What follows belongs to an exercise in optimizing a design on an open flow for small area; a production flow would make more cautious choices.
At most, simulation tests tie the RTL to the original design; equivalence was not proved.

== run A ==
## eclsensor
module eclsensor (clk, rst, txd, rxd, ir_tx, ir_rx, led);
	output [11:0] ir_tx;
	input [19:0] ir_rx;
	output led;
	input clk;
	input rst;
	output reg txd;
	input rxd;
	assign led = 1'b0;
	reg [2:0] pre;
	reg [1:0] bdiv;
	reg [5:0] mdiv;
	wire pre_end = pre == 3'd6;
	wire modulation_edge = pre_end && mdiv == 6'd46;
	always @(posedge clk)
		if (rst) begin
			pre <= 3'd0;
			bdiv <= 2'd0;
			mdiv <= 6'd0;
		end else begin
			pre <= pre_end ? 3'd0 : pre + 1'b1;
			if (pre_end) begin
				bdiv <= bdiv + 1'b1;
				mdiv <= (mdiv == 6'd46) ? 6'd0 : mdiv + 1'b1;
			end
		end
	reg baud_edge;
	always @(posedge clk)
		baud_edge <= !rst && pre_end && bdiv == 2'd3;
	reg modulation_state;
	always @(posedge clk)
		if (rst)
			modulation_state <= 1'b0;
		else if (modulation_edge)
			modulation_state <= !modulation_state;
	reg text_busy;
	reg [7:0] cycle_timer;
	wire state_tx_modulating = cycle_timer < 8'd190;
	wire state_tx_end = modulation_edge && cycle_timer == 8'd228;
	always @(posedge clk)
		if (rst)
			cycle_timer <= 8'd0;
		else if (modulation_edge)
			cycle_timer <= (text_busy || state_tx_end) ? 8'd0 : cycle_timer + 1'b1;
	reg [3:0] current_tx;
	always @(posedge clk)
		if (rst)
			current_tx <= 4'd0;
		else if (state_tx_end)
			current_tx <= (current_tx == 4'd11) ? 4'd0 : current_tx + 1'b1;
	reg ir_on;
	always @(posedge clk)
		ir_on <= !rst && state_tx_modulating && !text_busy && modulation_state;
	genvar gi;
	generate
  ...
==> module eclsensor, before the edit <==
module eclsensor (clk, rst, txd, rxd, ir_tx, ir_rx, led);
	output [11:0] ir_tx;
	input [19:0] ir_rx;
	output led;
	input clk;
	input rst;
	output reg txd;
	input rxd;
	assign led = 1'b0;
	reg [2:0] pre;
	reg [1:0] bdiv;
	reg [5:0] mdiv;
	wire pre_end = pre == 3'd6;
	wire modulation_edge = pre_end && mdiv == 6'd46;
	always @(posedge clk)
		if (rst) begin
			pre <= 3'd0;
			bdiv <= 2'd0;
			mdiv <= 6'd0;
		end else begin
			pre <= pre_end ? 3'd0 : pre + 1'b1;
			if (pre_end) begin
				bdiv <= bdiv + 1'b1;
				mdiv <= (mdiv == 6'd46) ? 6'd0 : mdiv + 1'b1;
			end
		end
	reg baud_edge;
	always @(posedge clk)
		baud_edge <= !rst && pre_end && bdiv == 2'd3;
	reg modulation_state;
	always @(posedge clk)
		if (rst)
			modulation_state <= 1'b0;
		else if (modulation_edge)
			modulation_state <= !modulation_state;
	reg text_busy;
	reg [7:0] cycle_timer;
	wire state_tx_modulating = cycle_timer < 8'd190;
	wire state_tx_end = modulation_edge && cycle_timer == 8'd228;
	always @(posedge clk)
		if (rst)
			cycle_timer <= 8'd0;
		else if (modulation_edge)
			cycle_timer <= (text_busy || state_tx_end) ? 8'd0 : cycle_timer + 1'b1;
	reg [3:0] current_tx;
	always @(posedge clk)
		if (rst)
			current_tx <= 4'd0;
		else if (state_tx_end)
			current_tx <= (current_tx == 4'd11) ? 4'd0 : current_tx + 1'b1;
	reg ir_on;
	always @(posedge clk)
		ir_on <= !rst && state_tx_modulating && !text_busy && modulation_state;
	genvar gi;
	generate
		for (gi = 0; gi < 12; gi = gi + 1) begin: tx_dec
			assign ir_tx[gi] = ir_on && current_tx == gi;
		end
	endgenerate
	reg [3:0] bs;
	reg [6:0] ci;         
	reg [3:0] dreg;       
	wire req = text_busy && bs == 4'd0;
	wire line_end = req && ci == 7'd82;
	wire is_letter = ci == 7'd1;
	wire [3:0] letter_lo = (current_tx == 4'd0) ? 4'd12 : current_tx;
	wire dig_alpha = dreg[3] && (dreg[2] || dreg[1]);
	wire [7:0] ch =
		!text_busy ? 8'h0a :
		is_letter ? {4'h4, letter_lo} :
		dig_alpha ? {4'h6, dreg - 4'd9} :
		{4'h3, dreg};
	reg bitval;
	always @(*)
		case (bs)
			4'd1: bitval = 1'b0;
			4'd2: bitval = ch[0];
			4'd3: bitval = ch[1];
			4'd4: bitval = ch[2];
			4'd5: bitval = ch[3];
			4'd6: bitval = ch[4];
			4'd7: bitval = ch[5];
			4'd8: bitval = ch[6];
			4'd9: bitval = ch[7];
			default: bitval = 1'b1;
		endcase
	always @(posedge clk)
		if (rst) begin
			bs <= 4'd0;
			txd <= 1'b0;
		end else begin
			if (baud_edge)
				txd <= !bitval;
			if (req)
				bs <= 4'd1;
			else if (baud_edge && bs != 4'd0)
				bs <= (bs == 4'd10) ? 4'd0 : bs + 1'b1;
		end
	always @(posedge clk)
		if (rst)
			text_busy <= 1'b0;
		else if (!text_busy)
			text_busy <= state_tx_end;
		else if (line_end)
			text_busy <= 1'b0;
	always @(posedge clk)
		if (!text_busy)
			ci <= 7'd0;
		else if (req)
			ci <= ci + 1'b1;
	wire cnt_en = !text_busy && !state_tx_end;
	wire lclr = line_end;
	reg [2:0] ptr;
	reg clr;
	always @(posedge clk)
		if (rst || lclr) begin
			ptr <= 3'd0;
			clr <= 1'b1;
		end else begin
			ptr <= ptr + 1'b1;
			if (ptr == 3'd7)
				clr <= 1'b0;
		end
	reg [3:0] lcnt [0:19];
	genvar ri;
	generate
		for (ri = 0; ri < 20; ri = ri + 1) begin: rx
			wire ev = cnt_en && !ir_rx[ri];
			always @(posedge clk)
				if (rst)
					lcnt[ri] <= {3'b000, !ir_rx[ri]};
				else if (lclr)
					lcnt[ri] <= 4'd0;
				else
					lcnt[ri] <= lcnt[ri] + ev;
		end
	endgenerate
	reg [12:0] ring_a [0:7];
	reg [12:0] ring_b [0:7];
	reg [12:0] ring_c [0:3];
	wire la = lcnt[{2'b00, ptr}][3];
	wire lb = lcnt[{2'b01, ptr}][3];
	wire lc = lcnt[{3'b100, ptr[1:0]}][3];
	integer k;
	always @(posedge clk) begin
		for (k = 0; k < 7; k = k + 1) begin
			ring_a[k] <= ring_a[k + 1];
			ring_b[k] <= ring_b[k + 1];
		end
		for (k = 0; k < 3; k = k + 1)
			ring_c[k] <= ring_c[k + 1];
		ring_a[7] <= {clr ? 12'd0 : ring_a[0][12:1] + (ring_a[0][0] && !la), la};
		ring_b[7] <= {clr ? 12'd0 : ring_b[0][12:1] + (ring_b[0][0] && !lb), lb};
		ring_c[3] <= {clr ? 12'd0 : ring_c[0][12:1] + (ring_c[0][0] && !lc), lc};
	end
	wire [4:0] rsel = ci[6:2];
	wire [12:0] rword = rsel[4] ? ring_c[0] : rsel[3] ? ring_b[0] : ring_a[0];
	wire [15:0] word = {rword[12:1], lcnt[rsel]};
	reg [3:0] nyb;
	always @(*)
		case (ci[1:0])
			2'd0: nyb = word[15:12];
			2'd1: nyb = word[11:8];
			2'd2: nyb = word[7:4];
			default: nyb = word[3:0];
		endcase
	always @(posedge clk)
		if (text_busy && bs == 4'd10) begin
			if (ci[6] && ci[4])
				dreg <= 4'd0;
			else if (ptr == rsel[2:0])
				dreg <= nyb;
		end
endmodule
==> flow/config.mk <==
export PLATFORM = sky130hd
export DESIGN_NAME = eclsensor
export DESIGN_NICKNAME = eclsensor
export VERILOG_FILES = /design/flow/design.v
export SDC_FILE = /design/flow/constraint.sdc
export NUM_CORES = 4
export LEC_CHECK = 0
export CAP_MARGIN = 20
export CORE_MARGIN = 2
export CORE_UTILIZATION = 45
export PLACE_DENSITY = 0.6
export SLEW_MARGIN = 20
==> flow/constraint.sdc <==
create_clock -name core_clock -period 10.0 [get_ports {clk}]
set_input_delay 2.0000 -clock core_clock [delete_from_list [all_inputs] [get_ports {clk}]]
set_output_delay 2.0000 -clock core_clock [all_outputs]
set_load 0.01 [all_outputs]
standard.sh (not shown) runs the stock make flow with config.mk's settings and CLKGATE_MAP_FILE= SYNTH_SCRIPT=/design/flow/synth_recipe.tcl, a recipe that flattens the netlist after the stock synthesis.
==> flow/flow/run.sh <==
#!/bin/bash
# Standard ORFS layout with two changes: clock tree synthesis without dummy
# load cells and with small clock buffers, and the smallest buffer on ports.
set -euo pipefail
export CTS_ARGS="-sink_clustering_enable -repair_clock_nets -dont_use_dummy_load -buf_list sky130_fd_sc_hd__clkbuf_4 -sink_clustering_size 10 -sink_clustering_max_diameter 40"
export BUFFER_PORTS_ARGS="-buffer_cell sky130_fd_sc_hd__buf_1"
bash standard.sh > standard.log 2>&1
For run C, these inputs were changed with respect to run A:
diff --git a/flow/design.v b/flow/design.v
--- a/flow/design.v
+++ b/flow/design.v
@@ -109,53 +109,51 @@
 		else if (req)
 			ci <= ci + 1'b1;
 	wire cnt_en = !text_busy && !state_tx_end;
-	wire lclr = line_end;
-	reg [2:0] ptr;
+	wire lclr = text_busy && line_end;
+	reg [3:0] ptr;
 	reg clr;
+	wire ptr_end = ptr == 4'd9;
 	always @(posedge clk)
 		if (rst || lclr) begin
-			ptr <= 3'd0;
+			ptr <= 4'd0;
 			clr <= 1'b1;
 		end else begin
-			ptr <= ptr + 1'b1;
-			if (ptr == 3'd7)
+			ptr <= ptr_end ? 4'd0 : ptr + 1'b1;
+			if (ptr_end)
 				clr <= 1'b0;
 		end
 	reg [3:0] lcnt [0:19];
+	reg [19:0] flag;
 	genvar ri;
 	generate
 		for (ri = 0; ri < 20; ri = ri + 1) begin: rx
 			wire ev = cnt_en && !ir_rx[ri];
-			always @(posedge clk)
+			wire svc = ptr == (ri >> 1);
+			always @(posedge clk) begin
 				if (rst)
 					lcnt[ri] <= {3'b000, !ir_rx[ri]};
 				else if (lclr)
 					lcnt[ri] <= 4'd0;
 				else
 					lcnt[ri] <= lcnt[ri] + ev;
+				flag[ri] <= !rst && ((ev && lcnt[ri] == 4'hf) || (flag[ri] && !svc));
+			end
 		end
 	endgenerate
-	reg [12:0] ring_a [0:7];
-	reg [12:0] ring_b [0:7];
-	reg [12:0] ring_c [0:3];
-	wire la = lcnt[{2'b00, ptr}][3];
-	wire lb = lcnt[{2'b01, ptr}][3];
-	wire lc = lcnt[{3'b100, ptr[1:0]}][3];
+	reg [11:0] ring_a [0:9];
+	reg [11:0] ring_b [0:9];
+	wire carry_a = flag[{ptr, 1'b0}];
+	wire carry_b = flag[{ptr, 1'b1}];
 	integer k;
 	always @(posedge clk) begin
-		for (k = 0; k < 7; k = k + 1) begin
+		for (k = 0; k < 9; k = k + 1) begin
 			ring_a[k] <= ring_a[k + 1];
 			ring_b[k] <= ring_b[k + 1];
 		end
-		for (k = 0; k < 3; k = k + 1)
-			ring_c[k] <= ring_c[k + 1];
-		ring_a[7] <= {clr ? 12'd0 : ring_a[0][12:1] + (ring_a[0][0] && !la), la};
-		ring_b[7] <= {clr ? 12'd0 : ring_b[0][12:1] + (ring_b[0][0] && !lb), lb};
-		ring_c[3] <= {clr ? 12'd0 : ring_c[0][12:1] + (ring_c[0][0] && !lc), lc};
+		ring_a[9] <= clr ? 12'd0 : ring_a[0] + carry_a;
+		ring_b[9] <= clr ? 12'd0 : ring_b[0] + carry_b;
 	end
-	wire [4:0] rsel = ci[6:2];
-	wire [12:0] rword = rsel[4] ? ring_c[0] : rsel[3] ? ring_b[0] : ring_a[0];
-	wire [15:0] word = {rword[12:1], lcnt[rsel]};
+	wire [15:0] word = ci[2] ? {ring_b[0], lcnt[{ptr, 1'b1}]} : {ring_a[0], lcnt[{ptr, 1'b0}]};
 	reg [3:0] nyb;
 	always @(*)
 		case (ci[1:0])
@@ -168,7 +166,7 @@
 		if (text_busy && bs == 4'd10) begin
 			if (ci[6] && ci[4])
 				dreg <= 4'd0;
-			else if (ptr == rsel[2:0])
+			else if (ptr == ci[6:3])
 				dreg <= nyb;
 		end
 endmodule
Run C reached the final stage; the timing, design-rule and antenna checks on its layout passed. Number of clock sinks seen by CTS essentially unchanged between run A and run C. Changes observed in run C relative to run A: hold slack shrank by 29 ps, non-filler instance count after layout grew by 1.3%, number of buffers outside the clock class in the layout shrank by about 9%, die outline area grew by about 1%.
Only the layout flow was run in run A; the RTL was not checked for function there.

[what the ideal ports hide]
In the flow no input, the clock included, has a driving cell. The finished layouts below were timed again as built, in two steps. Step 1 sets driving cells, clkbuf_16 on the clock port and buf_2 on the other inputs (assumed; they add their load-dependent delay and slew). Step 2 times the ports against the registers' clock, not the clock port: input delays grow and output delays shrink by t, the midpoint of the rising clock arrivals with the driver on. a / b / c = no drivers / after step 1 / after step 2; a / b = the first two.
run	t, ns	setup slack, ns	pins driven straight from the clock port
run A	0.668	6.193 / 6.152 / 6.566	1
run C	0.698	6.191 / 6.147 / 6.309	1
After both steps every run listed still meets setup and hold.
